What follows belongs to an exercise in optimizing a design on an open flow for small area, a short achievable clock period and few clock cycles; a production flow would make more cautious choices.
The RTL was checked by simulation tests, not by an equivalence proof against the original design.

old:
## cpu
module cpu(
	input clk,rst,
	output [9:0] instr_Addr,
	input [15:0] instr,
	output reg [8:0] data_Addr,
	output reg [15:0] write_data,
	input [15:0] read_data,
	output write_enable
    );
Settings: LEC_CHECK=0, ABC_AREA=1, CAP_MARGIN=30, CORE_MARGIN=2, CORE_UTILIZATION=40, SLEW_MARGIN=20; clock period 165.0 ns.
standard.sh (not shown) runs the stock make flow with config.mk's settings and CLKGATE_MAP_FILE= SYNTH_SCRIPT=/design/flow/synth_recipe.tcl, a recipe that flattens the netlist after the stock synthesis.
==> flow/flow/run.sh <==
#!/bin/bash
# The standard layout (standard.sh, unchanged synthesis and steps), with one
# difference: the buffer that ORFS puts on every input and output port is a
# sky130_fd_sc_hd__buf_4 instead of the default choice. make's full output goes
# to standard.log here; each ORFS step keeps its own log under orfs/logs/.
set -euo pipefail
export BUFFER_PORTS_ARGS="-buffer_cell sky130_fd_sc_hd__buf_4"
bash standard.sh > standard.log 2>&1
Testbench counts of old, summed over its fixed seeds: cycles 34,829.
Edits applied to the flow inputs when going from old to new:
-- flow/design.v --
<<< old, line 199
wire [15:0] MY  = cneg16(srcB, srcB[15]);
wire        sk16 = MX[31:16] < MY;
reg  [16:0] e_r0, e_r;
reg  [31:0] e_a0;
>>> new, line 199
wire [15:0] MY  = cneg16(srcB, srcB[15]);
wire        sk16 = MX[31:16] < MY;
wire        sk24 = (MX[31:24] == 8'd0) && (MX[23:8] < MY);
reg  [16:0] e_r0, e_r;
reg  [31:0] e_a0;
<<< old, line 212
	end else if (c_rad) begin
		e_r0 = 17'd0; e_a0 = {X, ACC};
	end else if (sk16) begin
		e_r0 = {1'b0, MX[31:16]}; e_a0 = {MX[15:0], 16'd0};
>>> new, line 213
	end else if (c_rad) begin
		e_r0 = 17'd0; e_a0 = {X, ACC};
	end else if (sk24) begin
		e_r0 = {1'b0, MX[23:8]}; e_a0 = {MX[7:0], 24'd0};
	end else if (sk16) begin
		e_r0 = {1'b0, MX[31:16]}; e_a0 = {MX[15:0], 16'd0};
<<< old, line 244
wire        d_ovf = (dvd == 32'h80000000) && (srcB == 16'hffff);
wire        d_z   = (srcB == 16'd0);
wire [2:0]  d_first = sk16 ? 3'd3 : 3'd7;
reg e_fin;
always @(*) begin
>>> new, line 247
wire        d_ovf = (dvd == 32'h80000000) && (srcB == 16'hffff);
wire        d_z   = (srcB == 16'd0);
wire [2:0]  d_first = sk24 ? 3'd1 : sk16 ? 3'd3 : 3'd7;
reg e_fin;
always @(*) begin
<<< old, line 342
wire        rA = ~i_j & ~i_st & (instr[8:7] == 2'd2);
wire        rP = i_j | (~i_st & (instr[8:7] == 2'd3));
wire [15:0] wd_n   = ({16{rX}} & X_alt) | ({16{rY}} & Y_alt) | ({16{rA}} & A_alt) | ({16{rP}} & {6'd0, PC1});
wire [8:0]  b_x    = X_alt[8:0] + instr[8:0];
wire [8:0]  b_y    = Y_alt[8:0] + instr[8:0];
wire [8:0]  sp_m1  = SP_n - 9'd1;
wire [8:0]  sp_p1  = SP_n + 9'd1;
wire        i_b    = (iop == 6'd4) | (iop == 6'd5);
wire        a_bx   = i_b &  instr[9];
wire        a_by   = i_b & ~instr[9];
wire        a_imm  = (iop == 6'd2) | (iop == 6'd3);
wire        a_m1   = ((iop == 6'd1) & instr[9]) | (iop == 6'd30);
wire        a_p1   = (iop == 6'd31) & ~e_mem;
wire        a_sp   = ~(i_b | a_imm | a_m1 | a_p1);
wire [8:0]  da_n   = ({9{a_bx}} & b_x) | ({9{a_by}} & b_y) |
                     ({9{a_imm}} & instr[8:0]) | ({9{a_m1}} & sp_m1) | ({9{a_p1}} & sp_p1) |
                     ({9{a_sp}} & SP_n);
wire we_n  = ((iop == 6'd1) & instr[9]) | (iop == 6'd3) | (iop == 6'd5) | (iop == 6'd30);
wire mem_n = (iop == 6'd1) | (iop == 6'd2) | (iop == 6'd3) | (iop == 6'd4) | (iop == 6'd5) | (iop == 6'd30);
wire ld_hz = (i_b & (instr[9] ? wX_rd : wY_rd)) |
             (we_n & ((rX & wX_rd) | (rY & wY_rd) | (rA & wA_rd)));
wire f_hold = ret_stall | ld_hz;
always @(posedge clk) begin
	if (rst) begin
>>> new, line 345
wire        rA = ~i_j & ~i_st & (instr[8:7] == 2'd2);
wire        rP = i_j | (~i_st & (instr[8:7] == 2'd3));
wire        rd_hit = (rX & wX_rd) | (rY & wY_rd) | (rA & wA_rd);
wire [15:0] wd_reg = ({16{rX}} & X_alt) | ({16{rY}} & Y_alt) | ({16{rA}} & A_alt) | ({16{rP}} & {6'd0, PC1});
wire [15:0] wd_n   = rd_hit ? read_data : wd_reg;
wire [8:0]  b_x    = X_alt[8:0] + instr[8:0];
wire [8:0]  b_y    = Y_alt[8:0] + instr[8:0];
wire [8:0]  b_rd   = read_data[8:0] + instr[8:0];
wire [8:0]  sp_m1  = SP_n - 9'd1;
wire [8:0]  sp_p1  = SP_n + 9'd1;
wire        i_b    = (iop == 6'd4) | (iop == 6'd5);
wire        a_bx   = i_b &  instr[9] & ~wX_rd;
wire        a_by   = i_b & ~instr[9] & ~wY_rd;
wire        a_brd  = i_b & (instr[9] ? wX_rd : wY_rd);
wire        a_imm  = (iop == 6'd2) | (iop == 6'd3);
wire        a_m1   = ((iop == 6'd1) & instr[9]) | (iop == 6'd30);
wire        a_p1   = (iop == 6'd31) & ~e_mem;
wire        a_sp   = ~(i_b | a_imm | a_m1 | a_p1);
wire [8:0]  da_n   = ({9{a_bx}} & b_x) | ({9{a_by}} & b_y) | ({9{a_brd}} & b_rd) |
                     ({9{a_imm}} & instr[8:0]) | ({9{a_m1}} & sp_m1) | ({9{a_p1}} & sp_p1) |
                     ({9{a_sp}} & SP_n);
wire we_n  = ((iop == 6'd1) & instr[9]) | (iop == 6'd3) | (iop == 6'd5) | (iop == 6'd30);
wire mem_n = (iop == 6'd1) | (iop == 6'd2) | (iop == 6'd3) | (iop == 6'd4) | (iop == 6'd5) | (iop == 6'd30);
always @(posedge clk) begin
	if (rst) begin
<<< old, line 372
		if (e_fin) begin
			IR <= instr;
			kill <= f_hold;
			PC <= f_hold ? PC : (iop == 6'd31) ? read_data[9:0] : take ? instr[9:0] : PC1;
			we_r <= we_n & ~ld_hz;
			e_mem <= mem_n & ~ld_hz;
			data_Addr <= da_n;
			write_data <= wd_n;
>>> new, line 376
		if (e_fin) begin
			IR <= instr;
			kill <= ret_stall;
			PC <= ret_stall ? PC : (iop == 6'd31) ? read_data[9:0] : take ? instr[9:0] : PC1;
			we_r <= we_n;
			e_mem <= mem_n;
			data_Addr <= da_n;
			write_data <= wd_n;
## What came out
Summary: with old as the reference, final instance area in new moved up by a few percent.
Summary of new over old: per-cell via count in the routed design now sits higher; number of well taps now larger.
For old, the global routing's busiest layer was met2, unlike new, where it was met1.
Minimum clock period: new vs old down 0.18 ns
new vs old: total wirelength of the detailed-routed design up by a few percent
Of old and new, the higher reg2reg setup slack belongs to new.
Area after synthesis ends up lower on old.
In the metrics for old and new, the one carrying the higher core utilization is new.
Testbench counts of new, summed over its fixed seeds: cycles 34,444.

-- afterwards: timing with drivers on the ports --
Ports are ideal in the flow. The routed layouts listed here were re-timed in OpenROAD.
Step 1 sets driving cells, clkbuf_16 on the clock port and buf_2 on the other inputs (assumed; they add their load-dependent delay and slew).
Step 2 also shifts input and output timing later by t, the mid clock arrival at the registers, as if the neighbouring blocks saw the same clock.
Slacks: ideal / step 1 / step 2; pairs: ideal / step 1.
run | t (ns) | slack for setup (ns) | worst hold slack (ns) | worst setup path after step 2 | worst data-port slew with drivers (ns)
old | 0.583 | 129.126 / 129.168 / 128.584 | 0.474 / 0.474 / 0.474 | input to register | 0.06
new | 0.538 | 129.306 / 129.339 / 128.801 | 0.474 / 0.474 / 0.474 | input to register | 0.05
After both steps setup and hold are still met in every run listed. For old, which loses most, drivers alone change the setup slack by +0.042 ns; drivers and shift together by -0.542 ns.
